What follows belongs to an exercise in optimizing a design on an open flow for small area; a production flow would make more cautious choices.
In this exercise RTL edits were held to simulation tests only and were not proved equivalent to the original.
Power figures rest on the tool's default switching activity, not on a simulated workload.

### flow/design.v
module pianotiles(
		CLOCK_50,
		reset,
		KEY,
		plot,
		vga_x,
		vga_y,
		vga_colour,
		HEX0,
		HEX1,
		LEDR
		);
	input 			CLOCK_50;
	input			reset;
	input 	[3:0] KEY;
	output			plot;
	output	[8:0]	vga_x;
	output	[7:0]	vga_y;
	output	[2:0]	vga_colour;
	output [6:0] HEX0;
	output [6:0] HEX1;
	output [17:0] LEDR;
	reg [1:0] game_state;
	assign LEDR[1:0] = game_state;
	assign LEDR[3:2] = 2'b00;
	assign LEDR[5:4] = game_state;
	assign LEDR[13:6] = 8'd0;
	assign LEDR[17:14] = KEY;
	assign plot = (game_state == 2'd1);
	function [3:0] step16;
		input [3:0] s;
		step16 = {s[2:0], s[3] ^ s[2] ^ (s[2:0] == 3'b000)};
	endfunction
	reg [3:0] rate;
	wire tick = (rate == 4'd13);	 
	always @(posedge CLOCK_50)
		if (reset) rate <= 4'd0;
		else rate <= step16(rate);
	reg [8:0] n0;
	reg [5:0] n1;
	always @(posedge CLOCK_50)
		if (reset) begin
			n0 <= 9'h100;
			n1 <= 6'h20;
		end else begin
			n0 <= {n0[7:0], n0[3] ^ n0[8]};
			n1 <= {n1[4:0], n1[5] ^ n1[0]};
		end
	wire [1:0] rnd = {n0[0], n1[0]};
	reg [5:0] f;
	reg [2:0] T;
	reg [1:0] q0, q1, q2, q3, q4, q5;
	reg z4, z5;
	reg [1:0] pj;
	reg [5:0] pc;
	reg P, R240;
	reg [1:0] jc;
	reg [5:0] oc;
	reg [1:0] ac;
	reg [7:0] score;	 
	wire new_tile = (f == 6'd51);
	wire [5:0] nf = new_tile ? 6'd1 : f + 6'd1;
	wire [2:0] nT = (new_tile && T != 3'd6) ? T + 3'd1 : T;
	wire [1:0] nq0 = new_tile ? rnd : q0;
	wire [1:0] nq1 = new_tile ? q0 : q1;
	wire [1:0] nq2 = new_tile ? q1 : q2;
	wire [1:0] nq3 = new_tile ? q2 : q3;
	wire [1:0] nq4 = new_tile ? q3 : q4;
	wire [1:0] nq5 = new_tile ? q4 : q5;
	wire nz4 = new_tile ? 1'b0 : z4;
	wire nz5 = new_tile ? z4 : z5;
	wire [1:0] npj = (new_tile && pj != 2'd3) ? pj + 2'd1 : pj;
	wire t4 = (nf >= 6'd35);
	wire [1:0] c239 = t4 ? nq4 : nq5;
	wire [5:0] o239 = t4 ? 6'd21 - nf : 6'd34 - nf;  
	wire [2:0] i239 = t4 ? 3'd4 : 3'd5;
	wire lit239 = (i239 < nT) && !(i239 + 3'd1 == nT && o239 == 6'd50) &&
		!(t4 ? nz4 : nz5) && !(npj == (t4 ? 2'd1 : 2'd2) && o239 >= pc);
	wire g = (nf >= 6'd36);
	wire [5:0] oq = g ? 6'd22 - nf : 6'd35 - nf;  
	wire al = (jc != 2'd3);
	wire [1:0] njc = (new_tile && al) ? jc + 2'd1 : jc;
	wire over = al && (oc == oq);
	wire hit = al && !over && (KEY == ~(4'b1000 >> ac));
	wire mj = (njc == 2'd0) ? (nq3 == ac) : (njc == 2'd1) ? (nq4 == ac) : (nq5 == ac);
	wire cz4 = nz4 || (hit && nq4 == ac && njc == 2'd0);
	wire cz5 = nz5 || (hit && nq5 == ac && njc == 2'd1);
	wire start = tick && (game_state != 2'd1) && (KEY != 4'hf);
	wire step = tick && (game_state == 2'd1);
	always @(posedge CLOCK_50) begin
		if (reset) begin
			game_state <= 2'd0;
			T <= 3'd0;
			score <= 8'd0;
		end else if (start) begin
			game_state <= 2'd1;
			f <= 6'd1;
			T <= 3'd1;
			q0 <= rnd;
			jc <= 2'd3;
			score <= 8'd0;
		end else if (step) begin
			f <= nf;
			T <= nT;
			q0 <= nq0; q1 <= nq1; q2 <= nq2; q3 <= nq3; q4 <= nq4; q5 <= nq5;
			z4 <= cz4; z5 <= cz5;
			if (hit && mj) begin
				pj <= njc;
				pc <= oc;
			end else
				pj <= npj;
			R240 <= P;
			P <= lit239 && !(hit && c239 == ac);
			jc <= njc;
			if (!al) begin
				if (lit239) begin
					jc <= g ? 2'd0 : 2'd1;
					oc <= oq;
					ac <= c239;
				end
			end else if (over)
				game_state <= 2'd2;
			else if (hit) begin
				score <= {(score[3:0] == 4'd8) ? step16(score[7:4]) : score[7:4],
					step16(score[3:0])};
				if (lit239 && c239 != ac) begin
					jc <= g ? 2'd0 : 2'd1;
					oc <= oq;
					ac <= c239;
				end else
					jc <= 2'd3;
			end
		end
	end
	reg [8:0] x;
	reg [7:0] y;
	reg [2:0] colour;
	wire xwrap = (x == 9'd320);
	wire [8:0] nx = xwrap ? 9'd0 : x + 9'd1;
	wire [7:0] ny = xwrap ? ((y == 8'd240) ? 8'd0 : y + 8'd1) : y;
	wire [1:0] cx = (nx < 9'd80) ? 2'd0 : (nx < 9'd160) ? 2'd1 :
		(nx < 9'd240) ? 2'd2 : (nx < 9'd320) ? 2'd3 : 2'd0;
	wire [8:0] dd = {1'b0, ny} - {3'b0, f};
	wire [2:0] di = (dd[8] || dd == 9'd0) ? 3'd0 : (dd <= 9'd51) ? 3'd1 :
		(dd <= 9'd102) ? 3'd2 : (dd <= 9'd153) ? 3'd3 : (dd <= 9'd204) ? 3'd4 : 3'd5;
	wire [5:0] oo = dd[5:0] + ((di == 3'd0) ? 6'd50 : (di == 3'd1) ? 6'd63 :
		(di == 3'd2) ? 6'd12 : (di == 3'd3) ? 6'd25 : (di == 3'd4) ? 6'd38 : 6'd51);
	wire zz = (di == 3'd4) ? z4 : (di == 3'd5) ? z5 : 1'b0;
	wire cut = zz || ((di == {1'b0, pj} + 3'd3) && oo >= pc);
	wire [1:0] rc = (di == 3'd0) ? q0 : (di == 3'd1) ? q1 : (di == 3'd2) ? q2 :
		(di == 3'd3) ? q3 : (di == 3'd4) ? q4 : q5;
	wire lit = (ny != 8'd0) && (di < T) && !(di + 3'd1 == T && oo == 6'd50) &&
		((ny == 8'd240) ? R240 : !cut);
	always @(posedge CLOCK_50)
		if (reset) begin
			x <= 9'd0;
			y <= 8'd0;
			colour <= 3'b111;
		end else begin
			x <= nx;
			y <= ny;
			colour <= (lit && rc == cx) ? {1'b0, cx} + 3'd1 : 3'b111;
		end
	assign vga_x = x;
	assign vga_y = y;
	assign vga_colour = colour;
	localparam [111:0] SEG = {
		7'b100_0110, 7'b010_0001, 7'b111_1000, 7'b000_0110,
		7'b000_1000, 7'b000_0000, 7'b001_1001, 7'b000_1110,
		7'b000_0011, 7'b000_0010, 7'b001_1000, 7'b011_0000,
		7'b001_0010, 7'b010_0100, 7'b111_1001, 7'b100_0000};
	assign HEX0 = SEG[score[3:0] * 7 +: 7];
	assign HEX1 = SEG[score[7:4] * 7 +: 7];
endmodule
### flow/flow/run.sh
#!/bin/bash
# Own layout flow: the standard layout (standard.sh) with these changes.
#  - Synthesis is the standard script (synth_recipe.tcl), but its abc step
#    uses an area-oriented ABC script (area.abc), run with eight seeds of its
#    &deepsyn step keeping the smallest result, and adders are left to ABC
#    (ADDER_MAP_FILE empty) instead of half/full-adder cells. Registers are
#    mapped before the abc step, exactly as in the standard synthesis.
#  - The port buffers are sky130_fd_sc_hd__buf_1 cells.
#  - Clock tree synthesis takes its arguments from cts_args.
#  - The constant outputs share one tie cell (SKIP_REPAIR_TIE_FANOUT).
# Each tool writes its full log under orfs/logs/; make's output goes to
# standard.log in the work folder.
set -euo pipefail
here=$(cd "$(dirname "${BASH_SOURCE[0]}")" && pwd)
bash standard.sh \
	SYNTH_SCRIPT="$here/own_synth.tcl" \
	ADDER_MAP_FILE= \
	SKIP_REPAIR_TIE_FANOUT=1 \
	"BUFFER_PORTS_ARGS=-buffer_cell sky130_fd_sc_hd__buf_1" \
	"CTS_ARGS=$(cat "$here/cts_args")" \
	finish > standard.log 2>&1
### flow/flow/area.abc
strash
&get -n
&deepsyn -T 10 -S @SEED@
&put
&get -n
&st
&dch -f
&nf -R 100 -p -C 32 -F 8 -A 8
&put
mfs2 -W 4 -M 5000
strash
&get -n
&st
&dch -f
&nf -R 100 -p -C 32 -F 8 -A 8
&put
mfs2 -W 4 -M 5000
strash
&get -n
&st
&dch -f
&nf -R 100 -p -C 32 -F 8 -A 8
&put
topo
### flow/flow/cts_args
-sink_clustering_enable -repair_clock_nets -buf_list {sky130_fd_sc_hd__clkbuf_4 sky130_fd_sc_hd__clkbuf_8} -sink_clustering_max_diameter 50 -dont_use_dummy_load
### flow/flow/own_synth.tcl
# The standard synthesis (synth_recipe.tcl in the work folder) with its abc
# call replaced: the logic is mapped with an area-oriented ABC script
# (area.abc, next to this file) once per random seed of its &deepsyn step,
# and the smallest result is kept. abc maps only the logic between the
# registers, which the standard script has already mapped.
set own_dir [file dirname [file normalize [info script]]]
proc own_area {lib} {
  set fn [file join $::env(OBJECTS_DIR) own_stat.txt]
  tee -q -o $fn stat -liberty $lib
  set f [open $fn r]
  set t [read $f]
  close $f
  if { [regexp {Chip area for module '[^']*': ([0-9.eE+-]+)} $t -> a] } { return $a }
  return 1e30
}
proc abc {args} {
  global own_dir
  set i [lsearch -exact $args -script]
  set lib [lindex $args [expr { [lsearch -exact $args -liberty] + 1 }]]
  set src [open [file join $own_dir area.abc] r]
  set script [read $src]
  close $src
  design -save own_pre
  set best 1e30
  set best_seed -1
  foreach seed {0 1 2 3 4 5 6 7} {
    design -load own_pre
    set fn [file join $::env(OBJECTS_DIR) own_area_$seed.abc]
    set out [open $fn w]
    puts -nonewline $out [string map [list @SEED@ $seed] $script]
    close $out
    set a $args
    lset a [expr { $i + 1 }] $fn
    puts "own_synth: abc seed $seed"
    yosys abc {*}$a
    set area [own_area $lib]
    puts "own_synth: seed $seed area $area"
    if { $area < $best } {
      set best $area
      set best_seed $seed
      design -save own_best
    }
  }
  design -load own_best
  puts "own_synth: kept seed $best_seed, area $best"
}
source [file join [file dirname $own_dir] synth_recipe.tcl]
### flow/standard.sh
#!/bin/bash
# synth_recipe.tcl (not shown) runs the flow's synth.tcl, then flattens the netlist and writes it again
# the make line also repeats each setting of config.mk as NAME=value (left out here)
make -C /OpenROAD-flow-scripts/flow DESIGN_CONFIG=/design/flow/config.mk WORK_HOME=/design/flow/orfs CLKGATE_MAP_FILE= SYNTH_SCRIPT=/design/flow/synth_recipe.tcl "${@:-finish}"
### flow/config.mk
export PLATFORM = sky130hd
export DESIGN_NAME = pianotiles
export DESIGN_NICKNAME = pianotiles
export VERILOG_FILES = /design/flow/design.v
export SDC_FILE = /design/flow/constraint.sdc
export NUM_CORES = 4
export LEC_CHECK = 0
export CAP_MARGIN = 20
export CORE_MARGIN = 2
export CORE_UTILIZATION = 40
export PLACE_DENSITY = 0.6
export SLEW_MARGIN = 20
### flow/constraint.sdc
create_clock -name core_clock -period 10.0 [get_ports {CLOCK_50}]
set_input_delay 2.0000 -clock core_clock [delete_from_list [all_inputs] [get_ports {CLOCK_50}]]
set_output_delay 2.0000 -clock core_clock [all_outputs]
set_load 0.01 [all_outputs]
==> impl_metrics.py <==
metrics = {
    "finish": {
        "final-seq-area_um2": 2240,
        "antenna_cells": 0,
        "nFillCells": 1243,
        "final_util": 0.440,
        "layout-drive-gt1-share": 0.0231,
        "multi_input_area_um2": 2630,
        "syn_to_final_growth_pct": 8.51,
        "fin_nets": 615,
        "stdcell_area_um2": 5490,
    },
    "die": {
        "ios": 59,
        "start_util": 0.406,
        "die_y_um": 116,
        "die-area_um2": 13600,
        "die_w_um": 116,
        "core-area_um2": 12500,
        "rows": 41,
    },
    "placed_design": {
        "io_buffers": 48,
        "gp_congestion": 0.898,
        "hpwl_um": 8290,
        "dp_worst_setup_slack_ns": 1.69,
        "dpl_cell_area_um2": 5360,
    },
    "global_route": {
        "grt_pass1_vias": 3878,
        "grt_use_total": 0.174,
        "grt_pass1_wl_um": 18700,
        "grt_max_degree": 44,
        "grt_overflow": 0,
        "antenna_found_initial": 0,
    },
    "cts": {
        "cts_setup_buffers": 0,
        "clk_pin_slew_ns": 0.10,
        "clockRootBuffer": "clkbuf_8",
        "cts.path.max_buffers": 2,
        "cts_hold_buf": 0,
        "postCtsResizedCells": 0,
        "worstSkewPairLatency_ns": 0.37,
        "numCtsBuffers": 9,
        "htree_levels": 3,
        "cts_tree": "yes",
        "cts.sinks": 92,
    },
    "power": {
        "leakagePower_nw": 1.89,
        "ir_drop_mv": 0.0722,
        "powerDensity_nw_per_um2": 112,
    },
    "critical_path": {
        "crit_fanout": 7,
        "endpoint_kind": "flop",
        "reg2reg_depth": 31,
        "cpPeakStageDelay_ns": 0.54,
        "cpMaxStageDelayCell": "or4_1",
        "arrival_ns": 8.78,
        "crit_type": "flop to flop",
        "cpMostUsedCell": "maj3_1",
        "worstSetupStartpointType": "flop",
        "cp.required_ns": 10.30,
    },
    "outcome": {
        "outcome": "no timing/DRC/antenna violations",
    },
    "sta": {
        "fmax_mhz": 118,
        "setup_viol": 0,
        "fin_skew_ns": 0.0202,
        "slew_viol_final": 0,
        "rsz0062_at_grt": "false",
        "worstMarginPinSlew_ns": 0.965,
        "setup_ws_ns": 1.53,
        "max-slew-margin-rel": 0.354,
        "finalSetupTns_ns": 0,
        "finalCritPeriodShare": 0.847,
        "hold_viol_final": 0,
        "min_period_ns": 8.47,
    },
    "hold_path": {
        "min_path_type": "flop to flop",
        "hold_depth": 0,
    },
    "synthesis": {
        "synth.avg_cell_area_um2": 9.00,
        "syn-cell-area_um2": 5060,
        "syn-num-nets": 568,
        "synth_edf_count": 40,
        "yosysWarnings": 1,
        "synth_async_sr_flop_share": 0,
        "syn_inst": 562,
        "ys_seq_area_frac": 0.443,
        "ys.flop_type": "dfxtp_1",
        "synth_seq_cells": 92,
        "netlist-cell-type-count": 47,
    },
    "routing": {
        "wl_um": 11200,
        "drt_iter0_markers": 208,
        "first_pass_iters": 4,
        "ant_nets": 0,
        "vias": 4069,
        "wl_per_cell_um": 14.3,
        "route.detailed.drc": 0,
        "via_per_inst": 5.22,
    },
    "flow_run": {
        "cap_violations": 0,
    },
}
==> report_power, final <==
part / switching (mW) / total, mW / internal, mW
registers: 0.00343 / 0.396 / 0.393
clock network: 0.119 / 0.200 / 0.0809
logic: 0.0110 / 0.0171 / 0.00613
total: 0.133 / 0.613 / 0.480
==> logic make-up (layout without fill, tap and decap cells) <==
kind of cell | after synthesis | in the layout | share of synthesized area
buffers and inverters | 32 | 77 | 0.0356
xor gates and xnor gates | 60 | 60 | 0.104
adders and majority gates | 13 | 13 | 0.0257
AOI/OAI and AO/OA | 103 | 103 | 0.129
and+or+nand+nor | 249 | 249 | 0.237
muxes | 12 | 12 | 0.0245
other | 1 | 1 | 0.000742
DFF | 92 | 92 | 0.443
==> synth_stat cells (2+ instances only) <==
cell type / instances / area (um2)
xor2_1: 19 / 166
o22ai_1: 4 / 25.0
dfxtp_1: 52 / 1040
maj3_1: 13 / 130
a22o_1: 11 / 96.3
a21o_1: 3 / 22.5
clkinv_1: 16 / 60.1
nor4b_1: 2 / 17.5
nor2_1: 75 / 282
nand3b_1: 5 / 37.5
nor3_1: 12 / 60.1
nand2b_1: 7 / 43.8
a31oi_1: 10 / 62.6
and3_1: 7 / 43.8
nor2b_1: 25 / 156
or3_1: 4 / 25.0
and2_0: 6 / 37.5
o21a_1: 2 / 15.0
or2_0: 7 / 43.8
a21oi_1: 29 / 145
a2111oi_0: 2 / 17.5
o211ai_1: 3 / 22.5
a211oi_1: 3 / 22.5
nand3_1: 23 / 115
xnor2_1: 41 / 359
nand2_1: 60 / 225
nor4_1: 6 / 37.5
buf_4: 16 / 120
o22a_1: 2 / 17.5
or4_1: 2 / 15.0
nor3b_1: 3 / 22.5
nand4_1: 4 / 25.0
edfxtp_1: 40 / 1200
o31ai_1: 3 / 22.5
mux2i_1: 9 / 90.1
mux2_1: 3 / 33.8
o21ai_0: 23 / 115
==> flip-flops by register name (all words and copies together), names as in the netlist, 4 cells and up <==
register,flops
oc,6
n1,6
score,8
n0,9
x,9
y,8
pc,6
f,6
rate,4
==> path summary, 6_finish.rpt <==
path,start,to,slack (ns)
worst min register to register,P,R240,0.43
worst max register to register,x[3],colour[0],1.53
worst min-delay path,P,R240,0.43
worst max-delay path,x[3],colour[0],1.53
==> cells in the final DEF, fill, tap and decap left out, types with 6 or more instances in the layout <==
cell      Yosys  final
a31oi_1      10     10
nor2_1       75     75
nand2_1      60     60
xor2_1       19     19
and3_1        7      7
a22o_1       11     11
clkbuf_8      0      9
edfxtp_1     40     40
nor2b_1      25     25
xnor2_1      41     41
clkinv_1     16     16
nor3_1       12     12
a21oi_1      29     29
maj3_1       13     13
nor4_1        6      6
buf_1         0     47
or2_0         7      7
and2_0        6      6
nand2b_1      7      7
nand3_1      23     23
dfxtp_1      52     52
o21ai_0      23     22
mux2i_1       9      9
==> per-stage QoR <==
step,hold WS (ns),cells,power (mW)
global placement,0.403,770,0.422
floorplan,0.391,562,0.419
global route,0.436,779,0.636
finish,0.428,779,0.613
CTS,0.430,779,0.620
detailed placement,0.407,770,0.422
==> layer usage <==
metal / routed length, um / GRT usage / part of all wire / up-vias
met5: 0 / 0 / 0 / -
met4: 166 / 0.0738 / 0.015 / 0
met3: 320 / 0.0234 / 0.029 / 13
met2: 5180 / 0.282 / 0.46 / 61
met1: 5490 / 0.236 / 0.49 / 1928
li1: - / - / - / 2067
==> worst max-delay path: cells and delay by family, from the launching register on <==
kind	cells	cell delay, ns
flops	1	0.34
compound gates	8	1.35
fa+ha+maj	9	3.52
simple gates	10	2.39
buf+inv	1	0.09
xor+xnor	3	0.71
==> area by class of cell <==
type / instances / area share
Inverter: 16 / 0.0109
Multi-Input combinational cell: 438 / 0.480
Clock buffer: 9 / 0.0226
Tap cell: 172 / 0.0392
Timing Repair Buffer: 52 / 0.0385
Sequential cell: 92 / 0.409

==> separate check: timing with driven ports <==
The results above use ideal ports. As a check the final layout listed here was re-extracted and re-timed, cells and wires unchanged.
Step 1: set_driving_cell puts a clkbuf_16 on CLOCK_50 and a buf_2 on each other input, an assumption about the parent block.
Step 2 adds t to the input delays and takes it off the output delays; t is the mean of the earliest and latest rising clock arrival at the registers after step 1. Input paths then give back, and output paths get back, about the clock's delay inside the block.
Slacks: no drivers / after step 1 / after step 2; pairs: no drivers / after step 1.
shift t [ns]: 0.396
setup slack, ns: 1.529 / 1.529 / 1.529
worst setup path after step 2: register to register
latest minus earliest clock arrival (ns): 0.021 / 0.020
cell pins on the clock port's net: 1
After both steps setup and hold are still met in this run. The setup slack of this run moves by 0.000 ns with the drivers and by 0.000 ns with both steps.
